This design comes from an exercise in tuning for small area on the open sky130 flow, not from production work.
Function was checked by simulation only, so behaviour that the tests miss may differ from the original.
Power figures rest on the tool's default switching activity, not on a simulated workload.

[run.sh]
#!/bin/bash
# synth_recipe.tcl (not shown) runs the flow's synth.tcl, then flattens the netlist and writes it again
# the make line also repeats each setting of config.mk as NAME=value (left out here)
make -C /OpenROAD-flow-scripts/flow DESIGN_CONFIG=/design/flow/config.mk WORK_HOME=/design/flow/orfs CLKGATE_MAP_FILE= SYNTH_SCRIPT=/design/flow/synth_recipe.tcl finish
[config.mk]
export PLATFORM = sky130hd
export DESIGN_NAME = risc_v
export DESIGN_NICKNAME = risc_v
export VERILOG_FILES = /design/flow/design.v
export SDC_FILE = /design/flow/constraint.sdc
export NUM_CORES = 8
export LEC_CHECK = 0
export CAP_MARGIN = 20
export CORE_MARGIN = 2
export CORE_UTILIZATION = 30
export SLEW_MARGIN = 20
[constraint.sdc]
create_clock -name core_clock -period 20.0 [get_ports {CLK}]
set_input_delay 4.0000 -clock core_clock [delete_from_list [all_inputs] [get_ports {CLK}]]
set_output_delay 4.0000 -clock core_clock [all_outputs]
set_load 0.01 [all_outputs]
[design.v]
module PC #(parameter width = 32 )
           (
            input wire [width-1 : 0] PCNext ,
            input wire CLK ,
	          input wire RST ,
	          output reg [width-1 : 0] PC 
    );
  always @(posedge CLK or negedge RST)
  begin
   if(!RST)
     begin
       PC <= 32'b0 ;
     end
   else
	    begin
		     PC <= PCNext ;
		  end
	 end	
endmodule
module PCPlus4 (PC, PCPlus4);
	input  wire  [31:0] PC;
	output wire  [31:0] PCPlus4 ;
	assign PCPlus4 = PC + 4;
endmodule
module PCTargt (PC,ImmExt ,PCTargt);
	input  wire  [31:0] PC;
  input  wire  [31:0] ImmExt;
	output wire  [31:0] PCTargt ;
	assign PCTargt = PC + ImmExt;
endmodule
 module alu
   (
   input     wire  [31:0]  SrcA,
   input     wire  [31:0]  SrcB,
   input     wire  [2:0]   ALUControl,
   output    reg   [31:0]  ALUResult,
   output    wire          Zero
   );
 always @(*)  
   begin
   case(ALUControl)
	 3'b000: begin   
           ALUResult = SrcA+SrcB; 
           end
	 3'b001: begin   
           ALUResult = SrcA-SrcB; 
           end
	 3'b010: begin   
           ALUResult = SrcA&SrcB;
           end
	 3'b011: begin   
           ALUResult = SrcA|SrcB; 
           end
	 3'b101: begin   
           if(SrcA < SrcB)
           begin
				   ALUResult = 32'b1;
           end 
				   else
           begin
				   ALUResult = 0;
           end
	         end
    default:begin
            ALUResult = 0;
            end         
    endcase	
  end
  assign Zero = (ALUResult == 0 ) ? 1'b1 :1'b0;  
endmodule
module ALU_Decoder 
 (
  input   wire    [2:0]     funct3,
  input   wire              funct7,
  input   wire    [1:0]     ALUOP,
  input   wire              OP,
  output  reg     [2:0]     ALUControl
 );
  localparam    [2:0]    add           = 3'b000,
                         sub           = 3'b001,
                         less_than     = 3'b101,
                         OR            = 3'b011,
                         AND           = 3'b010;
  always@(*)
  begin
    case(ALUOP)
      2'b00: begin
             ALUControl = add;
             end 
      2'b01: begin
             ALUControl = sub;
             end
      2'b10: begin
             if (funct3 == 3'b000)
             begin
             if( {OP,funct7} == 2'b11 )
             begin
             ALUControl = sub;
             end
             else
             begin
             ALUControl = add;
             end
             end
             else if (funct3 == 3'b010)
             begin
             ALUControl = less_than;
             end
             else if (funct3 == 3'b110)
             begin
             ALUControl = OR;
             end
             else  
             begin
             ALUControl = AND;
             end
             end
    default: begin
             ALUControl = add;
             end 
   endcase
 end     
endmodule
module control_decode  (
 input   wire     [6:0]       OP,
 output  reg                  Branch,
 output  reg                  Jump, 
 output  reg                  ALUSrc,
 output  reg                  RegWrite,
 output  reg                  MemWrite,
 output  reg      [1:0]       ResultSrc, 
 output  reg      [1:0]       ALUOp,
 output  reg      [1:0]       ImmSrc
);
parameter   [6:0]   lw    = 7'b0000011,
                    sw    = 7'b0100011,
					R     = 7'b0110011,
					I     = 7'b0010011,
					jal   = 7'b1101111,
                    beq   = 7'b1100011;
always @ (*)
begin
 case(OP)
  lw      : {RegWrite,ImmSrc,ALUSrc,MemWrite,ResultSrc,Branch,ALUOp,Jump} = 11'b 1_00_1_0_01_0_00_0;          
  sw      : {RegWrite,ImmSrc,ALUSrc,MemWrite,ResultSrc,Branch,ALUOp,Jump} = 11'b 0_01_1_1_00_0_00_0;
  R       : {RegWrite,ImmSrc,ALUSrc,MemWrite,ResultSrc,Branch,ALUOp,Jump} = 11'b 1_00_0_0_00_0_10_0;
  beq     : {RegWrite,ImmSrc,ALUSrc,MemWrite,ResultSrc,Branch,ALUOp,Jump} = 11'b 0_10_0_0_00_1_01_0;
  I       : {RegWrite,ImmSrc,ALUSrc,MemWrite,ResultSrc,Branch,ALUOp,Jump} = 11'b 1_00_1_0_00_0_10_0;
  jal     : {RegWrite,ImmSrc,ALUSrc,MemWrite,ResultSrc,Branch,ALUOp,Jump} = 11'b 1_11_0_0_10_0_00_1;
  default : {RegWrite,ImmSrc,ALUSrc,MemWrite,ResultSrc,Branch,ALUOp,Jump} = 11'b 0_00_0_0_00_0_00_0;
  endcase            
 end 
endmodule
module Control_Unit 
(
 input   wire     [6:0]        OP,
 input   wire                  Zero,
 input   wire     [2:0]        funct3,
 input   wire                  funct7,
 output  wire                  PCSrc,
 output  wire                  ALUSrc,
 output  wire                  RegWrite,
 output  wire                  MemWrite,
 output  wire      [1:0]       ResultSrc, 
 output  wire      [2:0]       ALUControl,
 output  wire      [1:0]       ImmSrc
);
wire                            Branch_c,Jump_c;
wire               [1:0]        ALUOp_c;  
control_decode  U0_control_decode(
  .OP(OP),
  .Branch(Branch_c),
  .Jump(Jump_c), 
  .ALUSrc(ALUSrc),
  .RegWrite(RegWrite),
  .MemWrite(MemWrite),
  .ResultSrc(ResultSrc), 
  .ALUOp(ALUOp_c),
  .ImmSrc(ImmSrc)
);
ALU_Decoder U0_ALU_Decoder(
  .funct3(funct3),
  .funct7(funct7),
  .ALUOP(ALUOp_c),
  .OP(OP[5]),
  .ALUControl(ALUControl)
);
assign PCSrc = ( ( Zero & Branch_c) | (Jump_c) ) ? 1'b1 : 1'b0 ;
endmodule
module Extend #(parameter width = 32)(
    input wire  [31 : 7] INSTR ,
	 input wire [1 : 0] IMMSrc ,
	 output reg [31 : 0] IMMExt
    );
	 always @(*)
	 begin
	   case(IMMSrc)
		  2'b00 : begin 
		         IMMExt = {{20{INSTR[31]}} , INSTR[31 : 20]} ;
		       end
		  2'b01 : begin 
		         IMMExt = {{20{INSTR[31]}} , INSTR[31 : 25] , INSTR[11 : 7]} ;
		       end
		  2'b10 : begin
		         IMMExt = {{20{INSTR[31]}}, INSTR[7], INSTR[30 : 25], INSTR[11 : 8], 1'b0} ;
		       end
		  2'b11 : begin 
		         IMMExt = {{12{INSTR[31]}}, INSTR[19 : 12], INSTR[20], INSTR[30 : 21], 1'b0} ;
		       end
                 default : IMMExt =32'b0;
		endcase
	 end
endmodule
module mux_2x1 #(parameter width = 32)
          (
            input  wire [width-1 : 0] RD2 ,
	          input  wire [width-1 : 0] ImmExt ,
	          input  wire ALUSrc ,
	          output wire [width-1 : 0] SrcB 
    );
  assign SrcB = ALUSrc ? ImmExt : RD2 ;
endmodule
module mux_3x1 #(parameter N =32 )
				(
					input [N-1:0] ALUResult,
					input [N-1:0] ReadData,
					input [N-1:0] PCPlus4,
					input [1:0] ResultSrc,
					output reg [N-1:0] Result
				);
				always @(*)
				 begin
					case (ResultSrc)
					 2'b00   : Result = ALUResult;
					 2'b01   : Result = ReadData;
					 2'b10   : Result = PCPlus4;
					 default : Result = 0;
					endcase
				 end
endmodule
module Register_File( 
    input  wire [4:0]    A1,
    input  wire [4:0]    A2,
    input  wire [4:0]    A3,
    input  wire [31:0]   WD3,
    input  wire          CLK,
    input  wire          RST,
    input  wire          WE3,
    output wire [31:0]   RD1,
    output wire [31:0]   RD2
  );
reg [31:0] MEM [31:0];
integer i ;
always@(posedge CLK or negedge RST)
begin
     if(!RST)
        begin
         for(i=0;i<=31;i=i+1)
          begin
            MEM[i] <= 0 ;
          end
        end
      else if(WE3)
        begin
         MEM[A3] <= WD3 ;     
        end
end 
assign RD1 = MEM[A1];
assign RD2 = MEM[A2];
endmodule
module risc_v  
(
 input   wire                        CLK,
 input   wire                        RST,
 output  wire     [31:0]             PC,
 input   wire     [31:0]             Instr,
 output  wire                        MemWrite,
 output  wire     [31:0]             DataAdr,
 output  wire     [31:0]             WriteData,
 input   wire     [31:0]             ReadData
);
 wire      [6:0]       OP_c;
 wire                  Zero_c;
 wire      [2:0]       funct3_c;
 wire                  funct7_c;
 wire                  PCSrc_c;
 wire                  ALUSrc_c;
 wire                  RegWrite_c;
 wire                  MemWrite_c;
 wire       [1:0]      ResultSrc_c;
 wire       [2:0]      ALUControl_c;
 wire       [1:0]      ImmSrc_c;
 wire       [31:0]     PC_c;
 wire       [31:0]     PCNext_c;
 wire       [31:0]     RD2_c;
 wire       [31:0]     ImmExt_c;
 wire       [31:0]     PCPlus_c;
 wire       [31:0]     PCTargt_c;
 wire       [31:0]     ALU_Result_c;   
 wire       [31:0]     Result_c; 
 wire       [31:0]     RD1_c;
 wire       [31:0]     SrcB_c;
Control_Unit U0_Control_Unit (
    .OP(Instr[6:0]),
    .Zero(Zero_c),
    .funct3(Instr[14:12]),
    .funct7(Instr[30]),
    .PCSrc(PCSrc_c),
    .ALUSrc(ALUSrc_c),
    .RegWrite(RegWrite_c),
    .MemWrite(MemWrite_c),
    .ResultSrc(ResultSrc_c),
    .ALUControl(ALUControl_c),
    .ImmSrc(ImmSrc_c)
);
PC U0_PC(
    .PCNext(PCNext_c),
    .CLK(CLK),
    .RST(RST),
    .PC(PC_c) 
);
PCPlus4 U0_PCPlus4(
    .PC(PC_c),
    .PCPlus4(PCPlus_c)
);
PCTargt U0_PCTargt(
    .PC(PC_c),
    .ImmExt(ImmExt_c),
    .PCTargt(PCTargt_c)
);
mux_2x1 U0_mux_2x1(
    .RD2(RD2_c),
    .ImmExt(ImmExt_c),
    .ALUSrc(ALUSrc_c),
    .SrcB(SrcB_c) 
);
mux_2x1 U1_mux_2x1(
    .RD2(PCPlus_c),
    .ImmExt(PCTargt_c),
    .ALUSrc(PCSrc_c),
    .SrcB(PCNext_c) 
);
assign PC = PC_c;
Register_File U0_Register_File( 
    .A1(Instr[19:15]),
    .A2(Instr[24:20]),
    .A3(Instr[11:7]),
    .WD3(Result_c),
    .CLK(CLK),
    .RST(RST),
    .WE3(RegWrite_c),
    .RD1(RD1_c),
    .RD2(RD2_c)   
);
mux_3x1 U0_mux_3x1(
    .ALUResult(ALU_Result_c),
    .ReadData(ReadData),
    .PCPlus4(PCPlus_c),
    .ResultSrc(ResultSrc_c),
    .Result(Result_c)
);
Extend U0_Extend(
    .INSTR(Instr[31:7]),
    .IMMSrc(ImmSrc_c),
    .IMMExt(ImmExt_c)
);
alu  U0_alu(
    .SrcA(RD1_c),
    .SrcB(SrcB_c),
    .ALUControl(ALUControl_c),
    .ALUResult(ALU_Result_c),
    .Zero(Zero_c)
);
assign MemWrite  = MemWrite_c;
assign DataAdr   = ALU_Result_c;
assign WriteData = RD2_c;
endmodule
==> impl_metrics.env, run 1 <==
export IMPL_cts_tree="done"
export IMPL_end_kind="output pin"
export IMPL_dp_hpwl_um=179000
export IMPL_multi_input_area_sq_um=28600
export IMPL_fp_dieArea_sq_um=191000
export IMPL_vdd_ir_drop_max_mv=0.0753
export IMPL_insertion_delay_ns=0.82
export IMPL_synth_area_per_cell_sq_um=8.91
export IMPL_startpoint="Instr[20]"
export IMPL_place_congestion=0.980
export IMPL_postCtsSetupBuffers=0
export IMPL_layout_commonest_cell="dfrtp_1"
export IMPL_vias=58100
export IMPL_synth_adder_area_share=0.0299
export IMPL_die_h_um=437
export IMPL_dp_cells=8576
export IMPL_cp_max_fo=17
export IMPL_synthesis_area_sq_um=56300
export IMPL_clockBufferDepth=3
export IMPL_fin_cells=8810
export IMPL_regArea_sq_um=26400
export IMPL_critPathKind="primary input to output pin"
export IMPL_critPathLaunchType="primary input"
export IMPL_finalInstanceArea_sq_um=65600
export IMPL_fin_ws_ns=3.68
export IMPL_drv_cap=0
export IMPL_final_layout_size_suffix_gt1_frac=0.0838
export IMPL_period_share=0.816
export IMPL_synth_compound_area_share=0.295
export IMPL_reg2reg_slack_ns=12.55
export IMPL_drc=0
export IMPL_hold_viol_final=0
export IMPL_grt_max_degree=160
export IMPL_grt_pass1_vias=53700
export IMPL_synth_top_family_by_area="compound AO/OA/AOI/OAI gates"
export IMPL_grt_pass1_wl_um=419000
export IMPL_wl_per_cell_um=34.5
export IMPL_routed_wl_um=304000
export IMPL_h_tree_depth=3
export IMPL_hold_path_class="flip-flop to flip-flop"
export IMPL_holdPathStages=2
export IMPL_slew_violations=0
export IMPL_post_cts_resized=0
export IMPL_final_cell_mix="1056 x dfrtp_1, 757 x nand2_1, 703 x o21ai_0"
export IMPL_core_area_sq_um=187000
export IMPL_ios=163
export IMPL_arrival_ns=12.32
export IMPL_preCtsSetupSlack_ns=4.27
export IMPL_dr_pass1_iters=14
export IMPL_port_buffers=162
export IMPL_finalSetupViolCount=0
export IMPL_synth_edff_count=0
export IMPL_p_per_area_nw_per_um2=83.4
export IMPL_r2r_start="U0_Register_File.MEM[12][1]$_DFFE_PN0P_"
export IMPL_rsz0062_at_grt="false"
export IMPL_synth_xor_area_frac=0.0120
export IMPL_worstPathRequired_ns=16.00
export IMPL_fin_crit_ns=16.32
export IMPL_ys_seq_elements=1056
export IMPL_yosysWarnings=8
export IMPL_clk_pin_slew_worst_paths_ns=0.06
export IMPL_cts_root_buf="clkbuf_16"
export IMPL_postCtsHoldBufs=0
export IMPL_synth_cell_types=80
export IMPL_synth_top_flop_cell="dfrtp_1"
export IMPL_syn_to_final_growth_pct=16.4
export IMPL_rows=159
export IMPL_grt_total_usage=0.305
export IMPL_synthSimpleGateAreaFrac=0.139
export IMPL_drtAntennaViolNets=0
export IMPL_grt_overflow_total=0
export IMPL_final_core_utilization=0.350
export IMPL_dieWidth_um=437
export IMPL_power_leakage_nw=27.8
export IMPL_worst_pin_slew_ns=1.25
export IMPL_hold_start="U0_Register_File.MEM[0][27]$_DFFE_PN0P_"
export IMPL_final_setup_tns_ns=0
export IMPL_grt_antenna_before_repair=13
export IMPL_fin_nets=6397
export IMPL_outcome="timing/DRC/antenna clean"
export IMPL_nFillCells=19000
export IMPL_initial_utilization=0.301
export IMPL_first_iter_violations=10000
export IMPL_cts_inserted_buffers=110
export IMPL_yosysSeqAreaShare=0.469
export IMPL_min_to="U0_Register_File.MEM[0][27]$_DFFE_PN0P_"
export IMPL_dpl_cell_area_sq_um=61400
export IMPL_clock_sinks=1056
export IMPL_relSlewSlack=0.167
export IMPL_r2r_end="U0_PC.PC[1]$_DFFE_PN0P_"
export IMPL_syn_num_nets=6524
export IMPL_async_flop_share=1.00
export IMPL_rr_worst_depth=21
export IMPL_yosys_mux_area_fraction=0.00944
export IMPL_synth_cells=6325
export IMPL_finalClockSkew_ns=0.0948
export IMPL_vias_per_cell=6.60
export IMPL_fmax_mhz=61.3
==> area by class of cell <==
type                            count  share of cell area
Multi-Input combinational cell   4598               0.436
Sequential cell                  1056               0.403
Clock buffer                      149              0.0477
Tap cell                         2495              0.0476
Timing Repair Buffer              324              0.0449
Clock inverter                     57              0.0134
Inverter                          108             0.00618
Antenna cell                       23            0.000878
==> synthesized netlist by cell type, drive strengths merged, types with 13 or more instances <==
library cell,number,area (sq um)
a21o,35,263
a21oi,563,2820
a221oi,281,2470
a22o,258,2260
a22oi,458,3440
and3,15,93.8
buf,34,169
clkbuf,529,1990
dfrtp,1056,26400
ha,130,1630
inv,108,405
mux2,13,161
mux2i,37,370
nand2,778,2920
nand2b,25,156
nand3,147,736
nand4,102,638
nor2,577,2170
nor2b,18,113
nor3,38,190
o211ai,32,240
o21a,42,315
o21ai,711,3570
o21bai,18,135
o32a,32,320
or2,15,93.8
or3,14,87.6
or4,36,274
xnor2,34,298
xor2,43,377
==> through the flow <==
stage               hold WS, ns  power [mW]
finish                    0.508        5.47
CTS                       0.509        5.43
global route              0.532        5.61
global placement          0.486        3.14
detailed placement        0.496        3.16
floorplan                 0.467        2.77
==> power by group <==
| part | switching [mW] | leakage (nW) | internal [mW] |
|---|---|---|---|
| Clock | 0.984 | 1.93 | 1.32 |
| Combinational | 0.542 | 11.2 | 0.298 |
| Sequential | 0.104 | 14.6 | 2.21 |
==> cells by family after synthesis <==
kind of cell	after synthesis
AO/OA/AOI/OAI	2522
XOR/XNOR	77
adder cells (fa/ha/maj)	133
buffers and inverters	671
flip-flops	1056
multiplexers	50
AND/OR/NAND/NOR	1816
==> critical path, stage by stage <==
cell and delay (ns):
clkdlybuf4s50_1 0.95, nand3_1 0.53, nor2_4 1.02, buf_4 0.56
a22o_1 0.20, a221oi_1 0.05, nand4_1 0.16, o32a_1 0.55
mux2i_1 0.30, ha_1 0.53, o211ai_1 0.14, a21oi_1 0.35
o21a_1 0.25, o31ai_1 0.17, a2111oi_0 0.56, o211ai_1 0.22
a2111oi_0 0.50, o31a_1 0.20, o41ai_1 0.08, a22oi_1 0.32
inv_1 0.15, clkdlybuf4s50_1 0.50
==> worst max path at each step <==
stage / end / depth (start not counted) / slack [ns]
after CTS: DataAdr[31] / 22 / 4.23
after floorplan: DataAdr[31] / 22 / 7.17
after detailed placement: DataAdr[31] / 22 / 4.27
after global placement: DataAdr[31] / 21 / 4.25
final: DataAdr[31] / 22 / 3.68
after global routing: DataAdr[31] / 21 / 3.62
==> metal layers <==
layer  global-route usage  share of wire  vias up
li1                     -              -    23000
met1                0.383           0.37    28200
met2                0.428           0.40     5246
met3                0.150           0.16     1676
met4                0.157          0.070       16
met5               0.0113        0.00047        -
==> sequential cells by signal, indices dropped and copies added, names as in the netlist <==
register and cells:
U0_PC.PC 32, U0_Register_File.MEM 1024
==> inputs of run 2 (changes only) <==
==> design.v (replaced) <==
module risc_v
(
 input   wire                        CLK,
 input   wire                        RST,
 output  wire     [31:0]             PC,
 input   wire     [31:0]             Instr,
 output  wire                        MemWrite,
 output  wire     [31:0]             DataAdr,
 output  wire     [31:0]             WriteData,
 input   wire     [31:0]             ReadData
);
 reg  [4:0] cnt;
 reg        ph;      
 reg        run;     
 always @(posedge CLK or negedge RST)
   if (!RST) begin
     cnt <= 5'd0;
     ph  <= 1'b0;
     run <= 1'b0;
   end else begin
     cnt <= cnt + 5'd1;
     if (cnt == 5'd31) begin
       if (run) ph <= ~ph;
       run <= 1'b1;
     end
   end
 wire c0  = (cnt == 5'd0);
 wire c31 = (cnt == 5'd31);
 wire p1  = run & ~ph;
 wire p2  = run & ph;
 wire [6:0] op   = Instr[6:0];
 wire [2:0] f3   = Instr[14:12];
 wire isLd  = (op == 7'b0000011);
 wire isSt  = (op == 7'b0100011);
 wire isR   = (op == 7'b0110011);
 wire isI   = (op == 7'b0010011);
 wire isBr  = (op == 7'b1100011);
 wire isJal = (op == 7'b1101111);
 wire isAlu = isR | isI;
 wire fSlt  = (f3 == 3'b010);
 wire fOr   = (f3 == 3'b110);
 wire fAdd  = (f3 == 3'b000);
 wire sltu  = isAlu & fSlt;
 wire subop = isR & fAdd & Instr[30];
 wire doOr  = isAlu & fOr;
 wire doAnd = isAlu & ~(fAdd | fSlt | fOr);
 localparam [2:0] K_NONE = 3'd0, K_ALU = 3'd1, K_SLT0 = 3'd2, K_SLT1 = 3'd3,
                  K_LD   = 3'd4, K_ST  = 3'd5, K_JAL  = 3'd6, K_JMP  = 3'd7;
 reg  [2:0] cls;
 reg  [4:0] rdl;
 wire [31:0] rout;
 wire        wr;
 wire        wbit;
 wire        wb = run & wbit;
 genvar g;
 generate
   for (g = 0; g < 32; g = g + 1) begin : rf
     reg  [31:0] x;
     wire we = ~run | (p2 & wr & (rdl == g));
     always @(posedge CLK)
       x <= {(we ? wb : x[0]), x[31:1]};
     assign rout[g] = x[0];
   end
 endgenerate
 wire a = rout[Instr[19:15]];
 wire b = rout[Instr[24:20]];
 reg im;
 always @(*) begin
   if (cnt == 5'd0)
     im = (isBr | isJal) ? 1'b0 : (isSt ? Instr[7] : Instr[20]);
   else if (cnt <= 5'd4)
     im = (isSt | isBr) ? Instr[cnt + 5'd7] : Instr[cnt + 5'd20];
   else if (cnt <= 5'd10)
     im = Instr[cnt + 5'd20];
   else if (cnt == 5'd11)
     im = isBr ? Instr[7] : (isJal ? Instr[20] : Instr[31]);
   else if (cnt <= 5'd19)
     im = isJal ? Instr[cnt] : Instr[31];
   else
     im = Instr[31];
 end
 reg  [31:0] pc_r;
 reg  [31:0] da;
 reg  [31:0] wd;
 reg         c;      
 reg         eq;
 reg         lc;     
 wire opA  = a & ~(isBr | isJal);
 wire opB  = isR ? b : im;
 wire inv  = subop | sltu;
 wire opBx = opB ^ inv;
 wire cin  = c0 ? (inv & ~ph) : c;
 wire sum  = opA ^ opBx ^ cin;
 wire cout = (opA & opBx) | (opA & cin) | (opBx & cin);
 wire res  = doOr ? (opA | opB) : (doAnd ? (opA & opB) : sum);
 wire diff   = a ^ b;
 wire eqin   = (c0 | eq) & ~diff;
 wire jmp    = (cls == K_JAL) | (cls == K_JMP);
 wire pa     = pc_r[0];
 wire addend = jmp ? da[0] : (cnt == 5'd2);
 wire psum   = pa ^ addend ^ cin;
 wire pcout  = (pa & addend) | (pa & cin) | (addend & cin);
 wire lt     = (cnt == 5'd2) | lc;
 wire link   = pa ^ lt;
 always @(posedge CLK) begin
   c  <= ph ? pcout : cout;
   eq <= eqin;
   lc <= pa & lt & ~c31;
   da <= {res, da[31:1]};
   wd <= {b, (p2 & c0 & (cls == K_LD)) ? ReadData[31:1] : wd[31:1]};
   if (~p1)
     pc_r <= {(run & psum), pc_r[31:1]};
   if (p1 & c31) begin
     rdl <= Instr[11:7];
     if (isLd)       cls <= K_LD;
     else if (isSt)  cls <= K_ST;
     else if (isJal) cls <= K_JAL;
     else if (isBr)  cls <= eqin ? K_JMP : K_NONE;
     else if (isAlu) cls <= sltu ? (cout ? K_SLT0 : K_SLT1) : K_ALU;
     else            cls <= K_NONE;
   end
 end
 assign wr = (cls == K_ALU) | (cls == K_SLT0) | (cls == K_SLT1) |
             (cls == K_LD)  | (cls == K_JAL);
 assign wbit = (cls == K_ALU)  ? da[0] :
               (cls == K_SLT1) ? c0 :
               (cls == K_LD)   ? (c0 ? ReadData[0] : wd[0]) :
               (cls == K_JAL)  ? link : 1'b0;
 assign PC        = pc_r;
 assign DataAdr   = da;
 assign WriteData = wd;
 assign MemWrite  = p2 & c0 & (cls == K_ST);
endmodule
--- a/config.mk
+++ b/config.mk
@@ -8,4 +8,7 @@
 export CAP_MARGIN = 20
 export CORE_MARGIN = 2
 export CORE_UTILIZATION = 30
+export CTS_BUF_LIST = sky130_fd_sc_hd__clkbuf_8
+export CTS_CLUSTER_DIAMETER = 60
+export CTS_CLUSTER_SIZE = 20
 export SLEW_MARGIN = 20
==> run 2 against run 1 <==
  * Critical path type is now flip-flop to output pin
  * Still clean on timing, DRC and antenna
  * Highest routed layer unchanged
  * Die area fell by 53%
  * Via count fell by 81%
  * Power fell by 37%
==> impl_metrics.env, run 2 <==
export IMPL_insertion_delay_ns=0.70
export IMPL_dr_pass1_iters=5
export IMPL_vias_per_cell=3.84
export IMPL_totalPowerFinal_mw=3.43
export IMPL_combPwrFrac=0.012
export IMPL_period_share=0.369
export IMPL_r2r_end="cls[0]$_SDFFCE_PP0P_"
export IMPL_worst_pin_slew_ns=1.10
export IMPL_vias=11200
export IMPL_finalSetupViolCount=0
export IMPL_final_setup_tns_ns=0
export IMPL_synth_edff_count=40
export IMPL_synth_cells=1521
export IMPL_power_switching_mw=0.701
export IMPL_fmax_mhz=136
export IMPL_drv_cap=0
export IMPL_postCtsSetupBuffers=0
export IMPL_layout_commonest_cell="dfxtp_1"
export IMPL_synth_cell_types=53
export IMPL_grt_pass1_vias=11300
export IMPL_fin_crit_ns=7.38
export IMPL_startpoint="cnt[2]$_DFF_PN0_"
export IMPL_critPathLaunchType="flip-flop"
export IMPL_cts_tree="done"
export IMPL_synth_area_per_cell_sq_um=17.4
export IMPL_grt_max_degree=38
export IMPL_cp_max_fo=22
export IMPL_crit_end="MemWrite"
export IMPL_yosysSeqAreaShare=0.876
export IMPL_reg2reg_slack_ns=15.49
export IMPL_hold_viol_final=0
export IMPL_h_tree_depth=3
export IMPL_fp_dieArea_sq_um=90700
export IMPL_rows=108
export IMPL_rsz0062_at_grt="false"
export IMPL_ys_seq_elements=1138
export IMPL_syn_to_final_growth_pct=16.7
export IMPL_power_frac_seq=0.666
export IMPL_initial_utilization=0.304
export IMPL_hold_start="rf[6].x[17]$_DFF_P_"
export IMPL_wl_per_cell_um=14.2
export IMPL_outcome="timing/DRC/antenna clean"
export IMPL_place_congestion=0.871
export IMPL_clk_pin_slew_worst_paths_ns=0.10
export IMPL_async_flop_share=0.00615
export IMPL_vdd_ir_drop_max_mv=0.0527
export IMPL_fin_nets=1811
export IMPL_dieWidth_um=301
export IMPL_postCtsHoldBufs=0
export IMPL_largest_reg_flops=1024
export IMPL_cts_root_buf="clkbuf_8"
export IMPL_die_h_um=301
export IMPL_final_cell_mix="1091 x dfxtp_1, 162 x clkdlybuf4s50_1, 81 x clkbuf_8"
export IMPL_syn_num_nets=1599
export IMPL_dp_hpwl_um=27400
export IMPL_drtAntennaViolNets=0
export IMPL_grt_antenna_before_repair=5
export IMPL_power_leakage_nw=11.8
export IMPL_routed_wl_um=41600
export IMPL_core_area_sq_um=87200
export IMPL_p_int_mw=2.73
export IMPL_finalInstanceArea_sq_um=30900
export IMPL_yosysWarnings=1
export IMPL_switching_share=0.204
export IMPL_rr_worst_depth=12
export IMPL_final_layout_size_suffix_gt1_frac=0.106
export IMPL_synth_top_flop_cell="dfxtp_1"
export IMPL_synthesis_area_sq_um=26500
export IMPL_p_per_area_nw_per_um2=111
export IMPL_cts_inserted_buffers=75
export IMPL_ys_top_cells_by_area="dfxtp_1 82%, edfxtp_1 4.5%, mux4_2 3.6%, mux2_2 1.3%, mux2i_1 0.83%"
export IMPL_r2r_start="cnt[1]$_DFF_PN0_"
export IMPL_ios=163
export IMPL_clockBufferDepth=3
export IMPL_fin_hold_ws_ns=0.287
export IMPL_worstPathRequired_ns=16.00
export IMPL_arrival_ns=3.38
export IMPL_synthTopCellsByCount="1091 x dfxtp_1, 42 x mux4_2, 40 x edfxtp_1, 31 x mux2_2, 31 x nor2_1"
export IMPL_final_core_utilization=0.355
export IMPL_finalClockSkew_ns=0.0482
export IMPL_dpl_cell_area_sq_um=29500
export IMPL_drc=0
export IMPL_synth_area_leader_cell="dfxtp_1"
export IMPL_critPathKind="flip-flop to output pin"
export IMPL_post_cts_resized=0
export IMPL_p_clk_frac=0.322
export IMPL_grt_pass1_wl_um=64500
export IMPL_synth_most_common_cell="dfxtp_1"
export IMPL_regMostFlops="rf.x"
export IMPL_clock_sinks=1138
export IMPL_first_iter_violations=585
export IMPL_synth_top_area_frac=0.824
export IMPL_hold_path_class="flip-flop to flip-flop"
export IMPL_grt_total_usage=0.0923
export IMPL_end_kind="output pin"
export IMPL_slew_violations=0
export IMPL_port_buffers=162
export IMPL_grt_overflow_total=0
export IMPL_relSlewSlack=0.263
[run 2: changes by cell type in the layout (fill, tap and decap cells not counted), moves of 120 or more]
cell	change
buf_4	-147
o21ai_0	-698
dfxtp_1	+1091
nor2_1	-471
ha_1	-120
dfrtp_1	-1049
nand3_1	-132
a221oi_1	-252
a22o_1	-258
a22oi_1	-455
nand2_1	-728
a21oi_1	-536
[run 2: worst min path at each step]
stage,end,cells past startpoint
2_1_floorplan,rf[0].x[0]$_DFF_P_,0
3_3_place_gp,rf[6].x[15]$_DFF_P_,0
3_5_place_dp,rf[16].x[23]$_DFF_P_,0
4_1_cts,rf[6].x[16]$_DFF_P_,0
5_1_grt,rf[6].x[16]$_DFF_P_,0
6_report,rf[6].x[16]$_DFF_P_,0
[run 2: layer usage]
metal  part of all wire  GRT usage
met1               0.46      0.120
met2               0.44      0.144
met3              0.070     0.0259
met4              0.025     0.0377
met5            0.00034          0
[run 2: worst max-delay path: stages (launching register included)]
cell and delay [ns]:
dfrtp_1 0.37, buf_4 0.23, inv_1 0.31, ha_1 0.22, nor2b_1 0.25, nand2_1 0.30
nor4_1 0.38, clkdlybuf4s50_1 0.62
[run 2: stage by stage]
step,instances,worst slack [ns]
finish,2924,12.62
global placement,2811,12.19
CTS,2922,12.47
floorplan,1521,13.44
detailed placement,2811,12.13
global route,2923,12.34
[run 2: kinds of logic after synthesis]
| group | count (synthesis) | share of synthesized area |
|---|---|---|
| compound gates | 76 | 0.0205 |
| fa+ha+maj | 12 | 0.00623 |
| xor+xnor | 9 | 0.00298 |
| buf+inv | 45 | 0.00741 |
| simple gates | 145 | 0.0288 |
| flops | 1138 | 0.876 |
| mux | 96 | 0.0576 |
[run 2: power groups by stage]
stage | logic (mW) | registers, mW | clock network, mW
2_1_floorplan | 0.0104 | 2.34 | 0
3_3_place_gp | 0.0432 | 2.34 | 0
3_5_place_dp | 0.0426 | 2.34 | 0
4_1_cts | 0.0431 | 2.28 | 1.16
5_1_grt | 0.0451 | 2.29 | 1.25
6_report | 0.0426 | 2.28 | 1.10
[run 2: area by class of cell]
class                   count  area (sq um)
diodes                      2          5.00
clock buffers              81          1110
clock inverters            30           338
fillers                  8157         56200
inverters                  12          45.0
multi-input cells         338          3080
flip-flops and latches   1138         23200
well taps                1155          1450
repair buffers            168          1670
==> inputs of run 3 (changes only) <==
--- a/config.mk
+++ b/config.mk
@@ -8,7 +8,4 @@
 export CAP_MARGIN = 20
 export CORE_MARGIN = 2
 export CORE_UTILIZATION = 30
-export CTS_BUF_LIST = sky130_fd_sc_hd__clkbuf_8
-export CTS_CLUSTER_DIAMETER = 60
-export CTS_CLUSTER_SIZE = 20
 export SLEW_MARGIN = 20
==> run 3 against run 2 <==
  * Power grew 27%
  * Via count grew 2.6%
  * Register-to-register slack is essentially flat
  * Clock skew shrank 0.0073 ns
  * Cell area grew 7.3%
  * Critical path depth is the same
  * Sequential cell count is the same
  * Clock power grew 85%
  * Core utilization grew 2.6 points
  * Maximum frequency grew 0.83%
  * Critical path type unchanged
  * Critical endpoint unchanged
  * Highest routed layer unchanged
==> impl_metrics.env, run 3 <==
export IMPL_cp_max_fo=22
export IMPL_finalSetupViolCount=0
export IMPL_synth_cell_types=53
export IMPL_first_iter_violations=575
export IMPL_syn_to_final_growth_pct=25.2
export IMPL_dp_cells=2811
export IMPL_place_congestion=0.871
export IMPL_ios=163
export IMPL_p_per_area_nw_per_um2=132
export IMPL_worstPathRequired_ns=16.00
export IMPL_top_usage_layer="met2"
export IMPL_clockBufferDepth=3
export IMPL_worst_pin_slew_ns=1.12
export IMPL_critPathMaxStageDelay_ns=0.62
export IMPL_vias=11500
export IMPL_grt_total_usage=0.0951
export IMPL_clock_sinks=1138
export IMPL_insertion_delay_ns=0.66
export IMPL_grt_pass1_wl_um=66600
export IMPL_end_kind="output pin"
export IMPL_dieWidth_um=301
export IMPL_relSlewSlack=0.253
export IMPL_dp_hpwl_um=27400
export IMPL_postCtsSetupBuffers=0
export IMPL_final_layout_size_suffix_gt1_frac=0.144
export IMPL_grt_pass1_vias=11600
export IMPL_outcome="timing/DRC/antenna clean"
export IMPL_min_to="rf[13].x[10]$_DFF_P_"
export IMPL_antennaDiodeCount=0
export IMPL_synth_top_family_by_area="multiplexers"
export IMPL_critPathTopFamily="buffers and inverters"
export IMPL_synth_area_per_cell_sq_um=17.4
export IMPL_drv_cap=0
export IMPL_slowest_stage="clkdlybuf4s50_1"
export IMPL_routed_wl_um=42700
export IMPL_preCtsSetupSlack_ns=12.13
export IMPL_synthTopCellsByCount="1091 x dfxtp_1, 42 x mux4_2, 40 x edfxtp_1, 31 x mux2_2, 31 x nor2_1"
export IMPL_reg2reg_slack_ns=15.48
export IMPL_finalInstanceArea_sq_um=33200
export IMPL_clk_pin_slew_worst_paths_ns=0.06
export IMPL_port_buffers=162
export IMPL_fmax_mhz=137
export IMPL_synth_compound_area_share=0.0205
export IMPL_synth_most_common_cell="dfxtp_1"
export IMPL_synth_edff_count=40
export IMPL_grt_use_met1=0.123
export IMPL_finalClockSkew_ns=0.0409
export IMPL_multi_input_area_sq_um=3080
export IMPL_r2r_start="cnt[1]$_DFF_PN0_"
export IMPL_yosysSeqAreaShare=0.876
export IMPL_hold_path_class="flip-flop to flip-flop"
export IMPL_core_area_sq_um=87200
export IMPL_drc=0
export IMPL_power_leakage_nw=12.8
export IMPL_drtAntennaViolNets=0
export IMPL_cts_tree="done"
export IMPL_rsz0062_at_grt="false"
export IMPL_fin_cells=3003
export IMPL_grt_antenna_before_repair=6
export IMPL_wl_per_cell_um=14.2
export IMPL_critPathLaunchType="flip-flop"
export IMPL_hold_start="rf[13].x[11]$_DFF_P_"
export IMPL_holdPathStages=0
export IMPL_syn_num_nets=1599
export IMPL_hold_viol_final=0
export IMPL_cts_root_buf="clkbuf_16"
export IMPL_final_cell_mix="1091 x dfxtp_1, 162 x clkdlybuf4s50_1, 106 x clkbuf_16"
export IMPL_critPathKind="flip-flop to output pin"
export IMPL_die_h_um=301
export IMPL_post_cts_resized=0
export IMPL_ys_top_cells_by_area="dfxtp_1 82%, edfxtp_1 4.5%, mux4_2 3.6%, mux2_2 1.3%, mux2i_1 0.83%"
export IMPL_rr_worst_depth=12
export IMPL_regMostFlops="rf.x"
export IMPL_fp_dieArea_sq_um=90700
export IMPL_cts_inserted_buffers=102
export IMPL_met3_usage=0.0290
export IMPL_layout_commonest_cell="dfxtp_1"
export IMPL_fin_ws_ns=12.68
export IMPL_rows=108
export IMPL_arrival_ns=3.32
export IMPL_regArea_sq_um=23200
export IMPL_async_flop_share=0.00615
export IMPL_r2r_end="cls[0]$_SDFFCE_PP0P_"
export IMPL_synthSimpleGateAreaFrac=0.0288
export IMPL_postCtsHoldBufs=0
export IMPL_synthesis_area_sq_um=26500
export IMPL_synth_cells=1521
export IMPL_slew_violations=0
export IMPL_grt_overflow_total=0
export IMPL_crit_chain="buf_4, inv_1, ha_1, nor2b_1, nand2_1, nor4_1, clkdlybuf4s50_1"
export IMPL_nFillCells=7923
export IMPL_largest_reg_flops=1024
export IMPL_vdd_ir_drop_max_mv=0.0698
export IMPL_initial_utilization=0.304
export IMPL_dpl_cell_area_sq_um=29500
export IMPL_yosys_mux_area_fraction=0.0576
export IMPL_gr_usage_met2=0.146
export IMPL_period_share=0.366
export IMPL_ys_seq_elements=1138
export IMPL_synth_area_leader_cell="dfxtp_1"
export IMPL_vias_per_cell=3.83
export IMPL_synth_xor_area_frac=0.00298
export IMPL_synth_adder_area_share=0.00623
export IMPL_crit_buf_inv=3
export IMPL_yosysWarnings=1
export IMPL_final_setup_tns_ns=0
export IMPL_grt_max_degree=38
export IMPL_dr_pass1_iters=5
export IMPL_fin_crit_ns=7.32
export IMPL_synth_top_area_frac=0.824
export IMPL_h_tree_depth=3
export IMPL_fin_nets=1838
export IMPL_synth_top_flop_cell="dfxtp_1"
-- run 3: cell families (layout without fill, tap and decap cells) --
group | count (synthesis) | count (layout)
AO/OA/AOI/OAI | 76 | 76
XOR/XNOR | 9 | 9
adder cells (fa/ha/maj) | 12 | 12
buffers and inverters | 45 | 372
flip-flops | 1138 | 1138
multiplexers | 96 | 96
AND/OR/NAND/NOR | 145 | 145
-- run 3: worst register-to-register path: cells and delay by family, from the launching register on --
family | cells | cell delay (ns)
muxes | 3 | 1.20
DFF | 1 | 0.81
buffers and inverters | 1 | 0.32
and+or+nand+nor | 1 | 0.10
adders and majority gates | 2 | 1.10
AOI/OAI and AO/OA | 4 | 0.60
xor gates and xnor gates | 1 | 0.15
-- run 3: routing by layer --
layer	wire, um	up-vias
li1	-	5565
met1	19600	5460
met2	18700	389
met3	3130	86
met4	1300	2
met5	14	-
-- run 3: worst max path at each step --
stage / from / endpoint / slack, ns / cells past startpoint
6_report: cnt[2]$_DFF_PN0_ / MemWrite / 12.68 / 7
5_1_grt: cnt[3]$_DFF_PN0_ / MemWrite / 12.42 / 6
4_1_cts: cnt[3]$_DFF_PN0_ / MemWrite / 12.54 / 6
3_5_place_dp: Instr[20] / cls[0]$_SDFFCE_PP0P_ / 12.13 / 11
3_3_place_gp: Instr[20] / cls[0]$_SDFFCE_PP0P_ / 12.19 / 11
2_1_floorplan: Instr[20] / cls[0]$_SDFFCE_PP0P_ / 13.44 / 11
-- run 3: power breakdown --
part | leakage, nW | total, mW | switching [mW] | internal, mW
clock network | 1.80 | 2.04 | 0.831 | 1.21
logic | 1.82 | 0.0427 | 0.0171 | 0.0256
registers | 9.19 | 2.28 | 0.00270 | 2.28
-- run 3: through the flow --
stage                util  power (mW)  hold WS, ns
floorplan               -        2.35        0.310
detailed placement  0.338        2.38        0.312
CTS                 0.381        4.43        0.283
finish              0.381        4.36        0.288
global route        0.381        4.53        0.286
global placement    0.338        2.38        0.310
-- run 3: area by class of cell --
cell class              instances  share of cell area
clock buffers                 136              0.0897
clock inverters                56              0.0222
inverters                      12             0.00136
multi-input cells             338              0.0930
flip-flops and latches       1138               0.700
well taps                    1155              0.0436
repair buffers                168              0.0502
==> inputs of run 4 (changes only) <==
==> flow/run.sh (new file) <==
#!/bin/bash
# Own flow: the standard layout with smaller port buffers and a
# clock tree without dummy loads.
set -euo pipefail
export BUFFER_PORTS_ARGS="-buffer_cell sky130_fd_sc_hd__buf_1"
export CTS_ARGS="-sink_clustering_enable -repair_clock_nets -dont_use_dummy_load -buf_list sky130_fd_sc_hd__clkbuf_8 -sink_clustering_size 20 -sink_clustering_max_diameter 60"
bash standard.sh > standard.log 2>&1
==> standard.sh (new file) <==
#!/bin/bash
# synth_recipe.tcl (not shown) runs the flow's synth.tcl, then flattens the netlist and writes it again
# the make line also repeats each setting of config.mk as NAME=value (left out here)
make -C /OpenROAD-flow-scripts/flow DESIGN_CONFIG=/design/flow/config.mk WORK_HOME=/design/flow/orfs CLKGATE_MAP_FILE= SYNTH_SCRIPT=/design/flow/synth_recipe.tcl "${@:-finish}"
removed: run.sh
==> run 4 against run 3 <==
  * Worst hold slack worse by 0.071 ns
  * Routed wire length is 2.4% lower
  * Non-clock buffer count is 1 lower
  * Critical path depth is 1 lower
  * Die area stayed put
  * Sequential power hardly changed
  * Clock skew is 0.062 ns higher
  * Critical endpoint unchanged
==> impl_metrics.env, run 4 <==
export IMPL_outcome="timing/DRC/antenna clean"
export IMPL_h_tree_depth=3
export IMPL_hold_viol_final=0
export IMPL_async_flop_share=0.00615
export IMPL_regMostFlops="rf.x"
export IMPL_dieWidth_um=301
export IMPL_place_congestion=0.855
export IMPL_slew_violations=0
export IMPL_vias=11200
export IMPL_fp_dieArea_sq_um=90700
export IMPL_post_cts_resized=0
export IMPL_insertion_delay_ns=0.72
export IMPL_port_buffers=162
export IMPL_fmax_mhz=139
export IMPL_dp_hpwl_um=27400
export IMPL_ios=163
export IMPL_final_layout_size_suffix_gt1_frac=0.0919
export IMPL_drc=0
export IMPL_layout_commonest_cell="dfxtp_1"
export IMPL_rr_worst_depth=12
export IMPL_ys_seq_elements=1138
export IMPL_hold_start="rf[26].x[15]$_DFF_P_"
export IMPL_rows=108
export IMPL_syn_to_final_growth_pct=11.3
export IMPL_core_area_sq_um=87200
export IMPL_synth_top_area_frac=0.824
export IMPL_cp_max_fo=13
export IMPL_final_setup_tns_ns=0
export IMPL_synth_area_per_cell_sq_um=17.4
export IMPL_arrival_ns=3.21
export IMPL_cts_tree="done"
export IMPL_preCtsSetupSlack_ns=12.53
export IMPL_critPathKind="flip-flop to output pin"
export IMPL_yosysSeqAreaShare=0.876
export IMPL_synth_area_leader_cell="dfxtp_1"
export IMPL_r2r_end="cls[0]$_SDFFCE_PP0P_"
export IMPL_rsz0062_at_grt="false"
export IMPL_totalPowerFinal_mw=3.26
export IMPL_worst_pin_slew_ns=1.11
export IMPL_p_per_area_nw_per_um2=111
export IMPL_wl_per_cell_um=14.4
export IMPL_synth_edff_count=40
export IMPL_grt_pass1_wl_um=63900
export IMPL_postCtsHoldBufs=0
export IMPL_synth_cell_types=53
export IMPL_holdPathStages=0
export IMPL_reg2reg_slack_ns=15.21
export IMPL_vias_per_cell=3.89
export IMPL_power_leakage_nw=11.1
export IMPL_min_to="rf[26].x[14]$_DFF_P_"
export IMPL_synthesis_area_sq_um=26500
export IMPL_finalInstanceArea_sq_um=29500
export IMPL_cts_inserted_buffers=75
export IMPL_dr_pass1_iters=5
export IMPL_synth_top_flop_cell="dfxtp_1"
export IMPL_grt_max_degree=38
export IMPL_first_iter_violations=579
export IMPL_hold_path_class="flip-flop to flip-flop"
export IMPL_dpl_cell_area_sq_um=28400
export IMPL_critPathLaunchType="flip-flop"
export IMPL_finalClockSkew_ns=0.102
export IMPL_grt_pass1_vias=11000
export IMPL_yosysWarnings=1
export IMPL_finalSetupViolCount=0
export IMPL_grt_antenna_before_repair=10
export IMPL_clockBufferDepth=3
export IMPL_die_h_um=301
export IMPL_final_cell_mix="1091 x dfxtp_1, 162 x buf_1, 75 x clkbuf_8"
export IMPL_final_core_utilization=0.338
export IMPL_synth_cells=1521
export IMPL_clock_sinks=1138
export IMPL_end_kind="output pin"
export IMPL_drtAntennaViolNets=0
export IMPL_fin_crit_ns=7.21
export IMPL_relSlewSlack=0.258
export IMPL_postCtsSetupBuffers=0
export IMPL_synth_most_common_cell="dfxtp_1"
export IMPL_routed_wl_um=41700
export IMPL_vdd_ir_drop_max_mv=0.0547
export IMPL_period_share=0.361
export IMPL_initial_utilization=0.304
export IMPL_fin_ws_ns=12.79
export IMPL_fin_nets=1810
export IMPL_drv_cap=0
export IMPL_syn_num_nets=1599
export IMPL_ys_top_cells_by_area="dfxtp_1 82%, edfxtp_1 4.5%, mux4_2 3.6%, mux2_2 1.3%, mux2i_1 0.83%"
export IMPL_cts_root_buf="clkbuf_8"
export IMPL_r2r_start="cnt[1]$_DFF_PN0_"
export IMPL_grt_overflow_total=0
export IMPL_largest_reg_flops=1024
export IMPL_worstPathRequired_ns=16.00
export IMPL_clk_pin_slew_worst_paths_ns=0.11
export IMPL_grt_total_usage=0.0914
export IMPL_synthTopCellsByCount="1091 x dfxtp_1, 42 x mux4_2, 40 x edfxtp_1, 31 x mux2_2, 31 x nor2_1"
-- run 4: kinds of logic after synthesis --
group,synth area share
AO/OA/AOI/OAI,0.0205
multiplexers,0.0576
XOR/XNOR,0.00298
buffers and inverters,0.00741
flip-flops,0.876
AND/OR/NAND/NOR,0.0288
adder cells (fa/ha/maj),0.00623
-- run 4: per-layer routing --
metal | global-route usage | up-vias | share of wire
li1 | - | 5381 | -
met1 | 0.120 | 5417 | 0.47
met2 | 0.141 | 344 | 0.43
met3 | 0.0274 | 101 | 0.073
met4 | 0.0364 | 4 | 0.030
met5 | 0 | - | 0.00055
-- run 4: worst max-delay path: stages, from the launching register on --
cell	delay [ns]
dfrtp_1	0.66
inv_1	0.31
ha_1	0.25
nor2b_1	0.21
nand2_1	0.30
nor4_1	0.58
buf_1	0.22
-- run 4: report_power, final --
part | leakage [nW] | total (mW) | internal (mW) | switching [mW]
Sequential | 9.19 | 2.28 | 2.28 | 0.00274
Combinational | 1.38 | 0.0289 | 0.0116 | 0.0173
Clock | 0.539 | 0.949 | 0.338 | 0.611
-- run 4: how the worst max path moves through the flow --
stage	start	to	slack [ns]	cells after the start
final	cnt[3]$_DFF_PN0_	MemWrite	12.79	6
after CTS	cnt[3]$_DFF_PN0_	MemWrite	12.65	6
after floorplan	Instr[20]	cls[0]$_SDFFCE_PP0P_	13.44	11
after global placement	Instr[20]	cls[0]$_SDFFCE_PP0P_	12.46	11
after detailed placement	Instr[20]	cls[0]$_SDFFCE_PP0P_	12.53	11
after global routing	cnt[3]$_DFF_PN0_	MemWrite	12.51	6
-- run 4: area by class of cell --
class,instances,area [sq um]
diodes,3,7.51
clock buffers,75,1030
fillers,8307,57700
inverters,12,45.0
multi-input cells,338,3090
flip-flops and latches,1138,23200
well taps,1155,1450
repair buffers,167,646
-- run 4: metrics by stage --
stage	hold WS (ns)	std cells
global placement	0.310	2810
floorplan	0.310	1521
CTS	0.200	2885
detailed placement	0.312	2810
finish	0.217	2888
global route	0.204	2885
==> inputs of run 5 (changes only) <==
==> flow/run.sh (replaced) <==
#!/bin/bash
# Own flow: the standard layout with smaller port buffers and a
# clock tree without dummy loads.
set -euo pipefail
export BUFFER_PORTS_ARGS="-buffer_cell sky130_fd_sc_hd__buf_1"
export CTS_ARGS="-sink_clustering_enable -repair_clock_nets -dont_use_dummy_load -buf_list sky130_fd_sc_hd__clkbuf_16 -sink_clustering_size 30 -sink_clustering_max_diameter 60"
bash standard.sh > standard.log 2>&1
==> run 5 against run 4 <==
  * Power grew 5.8%
  * Sequential power is essentially flat
  * Still clean on timing, DRC and antenna
  * Critical path depth is the same
  * Worst hold slack gained 0.033 ns
  * Core utilization grew 0.48 points
  * Sequential share of layout area shrank 1.1 points
  * Sequential cell count is the same
==> impl_metrics.env, run 5 <==
export IMPL_outcome="timing/DRC/antenna clean"
export IMPL_h_tree_depth=2
export IMPL_drv_cap=0
export IMPL_clk_pin_slew_worst_paths_ns=0.10
export IMPL_synth_area_leader_cell="dfxtp_1"
export IMPL_ys_top_cells_by_area="dfxtp_1 82%, edfxtp_1 4.5%, mux4_2 3.6%, mux2_2 1.3%, mux2i_1 0.83%"
export IMPL_synth_top_flop_cell="dfxtp_1"
export IMPL_cts_tree="done"
export IMPL_synth_most_common_cell="dfxtp_1"
export IMPL_ios=163
export IMPL_hold_viol_final=0
export IMPL_synth_compound_area_share=0.0205
export IMPL_insertion_delay_ns=0.63
export IMPL_worstPathRequired_ns=16.00
export IMPL_power_leakage_nw=11.3
export IMPL_postCtsHoldBufs=0
export IMPL_port_buffers=162
export IMPL_power_frac_seq=0.662
export IMPL_top_usage_layer="met2"
export IMPL_first_iter_violations=568
export IMPL_critPathMaxStageDelay_ns=0.64
export IMPL_arrival_ns=3.10
export IMPL_place_congestion=0.855
export IMPL_yosysSeqAreaShare=0.876
export IMPL_preCtsSetupSlack_ns=12.53
export IMPL_fin_hold_ws_ns=0.250
export IMPL_synth_edff_count=40
export IMPL_rows=108
export IMPL_clock_sinks=1138
export IMPL_synth_top_family_by_area="multiplexers"
export IMPL_vias_per_cell=3.86
export IMPL_final_layout_size_suffix_gt1_frac=0.0829
export IMPL_regMostFlops="rf.x"
export IMPL_met3_usage=0.0251
export IMPL_dp_hpwl_um=27400
export IMPL_synth_xor_area_frac=0.00298
export IMPL_fin_nets=1793
export IMPL_synth_area_per_cell_sq_um=17.4
export IMPL_synthSimpleGateAreaFrac=0.0288
export IMPL_regArea_sq_um=23200
export IMPL_relSlewSlack=0.246
export IMPL_drc=0
export IMPL_crit_chain="inv_1, ha_1, nor2b_1, nand2_1, nor4_1, buf_1"
export IMPL_synth_adder_area_share=0.00623
export IMPL_power_switching_mw=0.645
export IMPL_largest_reg_flops=1024
export IMPL_synthTopCellsByCount="1091 x dfxtp_1, 42 x mux4_2, 40 x edfxtp_1, 31 x mux2_2, 31 x nor2_1"
export IMPL_slowest_stage="dfrtp_1"
export IMPL_critPathTopFamily="simple AND/OR/NAND/NOR gates"
export IMPL_grt_overflow_total=0
export IMPL_p_per_area_nw_per_um2=115
export IMPL_grt_antenna_before_repair=10
export IMPL_syn_num_nets=1599
export IMPL_gr_usage_met2=0.143
export IMPL_fin_ws_ns=12.90
export IMPL_wl_per_cell_um=14.4
export IMPL_critPathKind="flip-flop to output pin"
export IMPL_end_kind="output pin"
export IMPL_yosysWarnings=1
export IMPL_synth_cell_types=53
export IMPL_final_cell_mix="1091 x dfxtp_1, 162 x buf_1, 58 x clkbuf_16"
export IMPL_clockBufferDepth=3
export IMPL_core_area_sq_um=87200
export IMPL_critPathLaunchType="flip-flop"
export IMPL_p_int_mw=2.81
export IMPL_final_setup_tns_ns=0
export IMPL_fp_dieArea_sq_um=90700
export IMPL_switching_share=0.187
export IMPL_cp_max_fo=13
export IMPL_synth_top_area_frac=0.824
export IMPL_combPwrFrac=0.008
export IMPL_vdd_ir_drop_max_mv=0.0656
export IMPL_dr_pass1_iters=4
export IMPL_drtAntennaViolNets=0
export IMPL_rsz0062_at_grt="false"
export IMPL_ys_seq_elements=1138
export IMPL_fmax_mhz=141
export IMPL_layout_commonest_cell="dfxtp_1"
export IMPL_synth_cells=1521
export IMPL_grt_total_usage=0.0898
export IMPL_multi_input_area_sq_um=3090
export IMPL_post_cts_resized=0
export IMPL_async_flop_share=0.00615
export IMPL_grt_use_met1=0.119
export IMPL_p_clk_frac=0.330
export IMPL_grt_max_degree=38
export IMPL_dieWidth_um=301
export IMPL_finalSetupViolCount=0
export IMPL_cts_root_buf="clkbuf_16"
export IMPL_worst_pin_slew_ns=1.13
export IMPL_period_share=0.355
export IMPL_cts_inserted_buffers=58
export IMPL_vias=11100
export IMPL_nFillCells=8251
export IMPL_routed_wl_um=41400
export IMPL_initial_utilization=0.304
export IMPL_grt_pass1_vias=11000
export IMPL_syn_to_final_growth_pct=12.9
export IMPL_hold_path_class="flip-flop to flip-flop"
export IMPL_finalClockSkew_ns=0.0725
export IMPL_crit_buf_inv=2
export IMPL_synthesis_area_sq_um=26500
export IMPL_die_h_um=301
export IMPL_yosys_mux_area_fraction=0.0576
export IMPL_slew_violations=0
export IMPL_grt_pass1_wl_um=63400
export IMPL_postCtsSetupBuffers=0
export IMPL_fin_crit_ns=7.10
export IMPL_reg2reg_slack_ns=15.26
## run 5: changes by cell type in the layout (fill, tap and decap cells not counted), sizes merged
cell    delta
clkbuf    -17
diode      +1
## run 5: per-stage QoR
stage / std cells / utilization / area (sq um) / total power [mW]
final: 2872 / 0.343 / 29900 / 3.45
after global routing: 2868 / 0.343 / 29900 / 3.58
after CTS: 2868 / 0.343 / 29900 / 3.50
after detailed placement: 2810 / 0.326 / 28400 / 2.36
after global placement: 2810 / 0.326 / 28400 / 2.36
after floorplan: 1521 / - / 26500 / 2.35
## run 5: kinds of logic (layout without fill, tap and decap cells)
group / after synthesis / after routing
flip-flops: 1138 / 1138
AND/OR/NAND/NOR: 145 / 145
multiplexers: 96 / 96
AO/OA/AOI/OAI: 76 / 76
buffers and inverters: 45 / 237
adder cells (fa/ha/maj): 12 / 12
XOR/XNOR: 9 / 9
other: 0 / 4
## run 5: per-layer routing
layer / vias to the layer above / share of wire
met3: 82 / 0.068
met1: 5336 / 0.47
met4: 4 / 0.025
li1: 5363 / -
met2: 313 / 0.43
met5: - / 0.00056
## run 5: worst reg2reg max path, delay by kind of cell, from the launching register on
kind                     cells  cell delay, ns
buffers and inverters        1            0.33
adder cells (fa/ha/maj)      2            1.13
multiplexers                 3            1.33
AO/OA/AOI/OAI                4            0.56
flip-flops                   1            0.84
XOR/XNOR                     1            0.15
AND/OR/NAND/NOR              1            0.15
## run 5: final timing paths
check | to | startpoint | depth (start not counted)
max | MemWrite | cnt[3]$_DFF_PN0_ | 6
min | rf[28].x[11]$_DFF_P_ | rf[28].x[12]$_DFF_P_ | 0
max reg2reg | cls[0]$_SDFFCE_PP0P_ | cnt[1]$_DFF_PN0_ | 12
min reg2reg | rf[28].x[11]$_DFF_P_ | rf[28].x[12]$_DFF_P_ | 0
max in group asynchronous | cnt[3]$_DFF_PN0_ | RST | 1
min in group asynchronous | cnt[4]$_DFF_PN0_ | RST | 1
## run 5: final cells by class
cell class | instances | share of cell area
antenna | 4 | 0.000335
clock buffer | 58 | 0.0485
inverter | 12 | 0.00151
multi-input combinational | 338 | 0.103
sequential | 1138 | 0.776
tap | 1155 | 0.0483
timing repair buffer | 167 | 0.0216
## run 5: power by group through the flow
stage / logic, mW / registers [mW] / clock network, mW
after global routing: 0.0312 / 2.28 / 1.27
after global placement: 0.0291 / 2.34 / 0
final: 0.0288 / 2.28 / 1.14
after CTS: 0.0291 / 2.28 / 1.18
after detailed placement: 0.0288 / 2.34 / 0
after floorplan: 0.0104 / 2.34 / 0

## separate check: timing with driven ports
The results above use ideal ports. As a check the final layouts listed here were re-extracted and re-timed, cells and wires unchanged. Step 1: set_driving_cell puts a clkbuf_16 on CLK and a buf_2 on each other input, an assumption about the parent block. Step 2 moves the port delays by t, midway between the first and last clock arrival at a register: inputs arrive t later, outputs are due t later. That takes back most of the time a late clock gives input paths. Slacks: ideal ports / drivers / drivers and shift; pairs: ideal ports / drivers.
| run | t (ns) | setup WS [ns] | worst setup path at the end |
|---|---|---|---|
| run 1 | 0.859 | 3.679 / 3.653 / 3.653 | input to output |
| run 2 | 0.729 | 12.622 / 12.568 / 12.051 | input to register |
| run 3 | 0.695 | 12.683 / 12.626 / 12.057 | input to register |
| run 4 | 0.696 | 12.786 / 12.735 / 12.408 | input to register |
| run 5 | 0.659 | 12.902 / 12.844 / 12.438 | input to register |
After both steps setup and hold are still met in every run listed. For run 3, which loses most, drivers alone change the setup slack by -0.057 ns; drivers and shift together by -0.626 ns.
